What follows belongs to an exercise in optimizing a design on an open flow for small area and a short achievable clock period; a production flow would make more cautious choices. Function was checked by simulation only, so behaviour that the tests miss may differ from the original.

// APB_Square
module APB_Square
(
    input wire PWRITE,
    input wire PCLK,
    input wire PSEL,
    input wire [31:0] PADDR,
    input wire [31:0] PWDATA,
    output reg [31:0] PRDATA,
    input wire PENABLE,
    output reg PREADY,
    input PRESET
);
clock: 8.5 ns
lec_check: 0
cap_margin: 20
core_margin: 2
core_utilization: 40
slew_margin: 20
synth_hierarchical: 1
standard.sh (not shown) runs the stock make flow with config.mk's settings and CLKGATE_MAP_FILE= SYNTH_SCRIPT=/design/flow/synth_recipe.tcl, a recipe that flattens the netlist after the stock synthesis.
==> flow/flow/run.sh <==
#!/bin/bash
# The standard layout (standard.sh: standard synthesis through finish), with the
# port buffers that buffer_ports inserts made the smallest buffer cell.
set -euo pipefail
export BUFFER_PORTS_ARGS="-buffer_cell sky130_fd_sc_hd__buf_1"
export SETUP_SLACK_MARGIN=6
bash standard.sh > standard.log 2>&1
Next try:
--- a/flow/flow/run.sh
+++ b/flow/flow/run.sh
@@ -6 +6 @@
-export SETUP_SLACK_MARGIN=6
+export SETUP_SLACK_MARGIN=5.3
- CORE_UTILIZATION: 40 -> 60
- CTS_BUF_LIST: default -> sky130_fd_sc_hd__clkbuf_4
=>
- The new run passed the timing, design-rule and antenna checks
- wire length drops by 17%
- maximum frequency climbs by 6.9%
- worst hold slack got worse by 0.051 ns
Next try:
==> flow/run.sh (new file) <==
#!/bin/bash
# synth_recipe.tcl (not shown) runs the flow's synth.tcl, then flattens the netlist and writes it again
# the make line also repeats each setting of config.mk as NAME=value (left out here)
make -C /OpenROAD-flow-scripts/flow DESIGN_CONFIG=/design/flow/config.mk WORK_HOME=/design/flow/orfs CLKGATE_MAP_FILE= SYNTH_SCRIPT=/design/flow/synth_recipe.tcl finish
- CORE_UTILIZATION: 60 -> 40
- CTS_BUF_LIST: sky130_fd_sc_hd__clkbuf_4 -> default
- SETUP_SLACK_MARGIN: default -> 5
removed: flow/flow/run.sh
removed: flow/standard.sh
Core utilization goes down by 26 points.
Die area came out higher by 49%.
Via count goes down by 4.7%.
Routed wire length went down by 0.82%.
Cell area goes up by 0.57%.
Setup slack got worse by 0.075 ns.
Fmax went down by 2.1%.
Global-route usage shrinks by 15 points.
Count of clock-buffer cells in the layout fell by 46.


job 101:
Another version of the RTL of APB_Square (not shown whole).
Size in the first run: ~1700 cells after synthesis, about 180 flip-flops, ~100 I/O pins.
export LEC_CHECK = 0
export CAP_MARGIN = 20
export CORE_MARGIN = 2
export CORE_UTILIZATION = 50
export SLEW_MARGIN = 20
export SYNTH_HIERARCHICAL = 1
create_clock -name core_clock -period 8.5 [get_ports {PCLK}]
==> flow/flow/run.sh <==
#!/bin/bash
# The standard layout (standard.sh), in two calls: synthesis, floorplan and placement
# with no setup margin, then clock tree, routing and finish with the repair aiming 5.25 ns
# below the clock period. buffer_ports uses the smallest buffer cell.
set -euo pipefail
export BUFFER_PORTS_ARGS="-buffer_cell sky130_fd_sc_hd__buf_1"
bash standard.sh synth floorplan place > standard_1.log 2>&1
export SETUP_SLACK_MARGIN=5.25
bash standard.sh > standard_2.log 2>&1
Job 101 went all the way through synthesis, placement and routing and the layout is clean on timing, DRC and antenna.
Setup changes, job 101 to job 102
# job 101
export LEC_CHECK = 0
export CAP_MARGIN = 20
export CORE_MARGIN = 2
export CORE_UTILIZATION = 50
export SLEW_MARGIN = 20
export SYNTH_HIERARCHICAL = 1
create_clock -name core_clock -period 8.5 [get_ports {PCLK}]
# job 102
export LEC_CHECK = 0
export CAP_MARGIN = 20
export CORE_MARGIN = 2
export CORE_UTILIZATION = 55
export SLEW_MARGIN = 20
export SYNTH_HIERARCHICAL = 1
create_clock -name core_clock -period 8.5 [get_ports {PCLK}]
-- flow/flow/run.sh --
<<< job 101, line 3
# with no setup margin, then clock tree, routing and finish with the repair aiming 5.25 ns
>>> job 102, line 3
# with no setup margin, then clock tree, routing and finish with the repair aiming 5 ns
<<< job 101, line 8
export SETUP_SLACK_MARGIN=5.25
>>> job 102, line 8
export SETUP_SLACK_MARGIN=5
==> comparison <==
Clock-buffer cell count came out lower on job 102 than on job 101.
NOTE global-route wire length before repair job 101->job 102 decreased by a few percent
Worst-case register-to-register setup slack ends up lower on job 102.
Fmax: job 102 above job 101

==> re-timing with driven ports <==
No port has a modelled driver above. Below, the same layouts with a new extraction and two added sets of constraints. Step 1, drivers: a clkbuf_16 drives PCLK and a buf_2 each remaining input, both assumed. Step 2 moves the port delays by t, midway between the first and last clock arrival at a register: inputs arrive t later, outputs are due t later. That takes back most of the time a late clock gives input paths. Slacks: ideal / step 1 / step 2; pairs: ideal / step 1.
run | t, ns | setup WS [ns] | slew at the worst register clock pin (ns) | worst data-port slew with drivers (ns)
the first run of note 1 | 0.637 | 4.818 / 4.818 / 4.478 | 0.07 / 0.07 | 0.08
the second run of note 1 | 0.784 | 5.055 / 5.055 / 4.630 | 0.08 / 0.08 | 0.05
the third run of note 1 | 0.619 | 4.980 / 4.980 / 4.401 | 0.06 / 0.06 | 0.07
job 101 | 0.520 | 4.939 / 4.948 / 4.428 | 0.09 / 0.09 | 0.06
job 102 | 0.524 | 4.999 / 4.999 / 4.525 | 0.08 / 0.08 | 0.03
After both steps setup and hold are still met in every run listed. The setup slack of the third run of note 1, which loses most, moves by 0.000 ns with the drivers and by -0.579 ns with both steps.
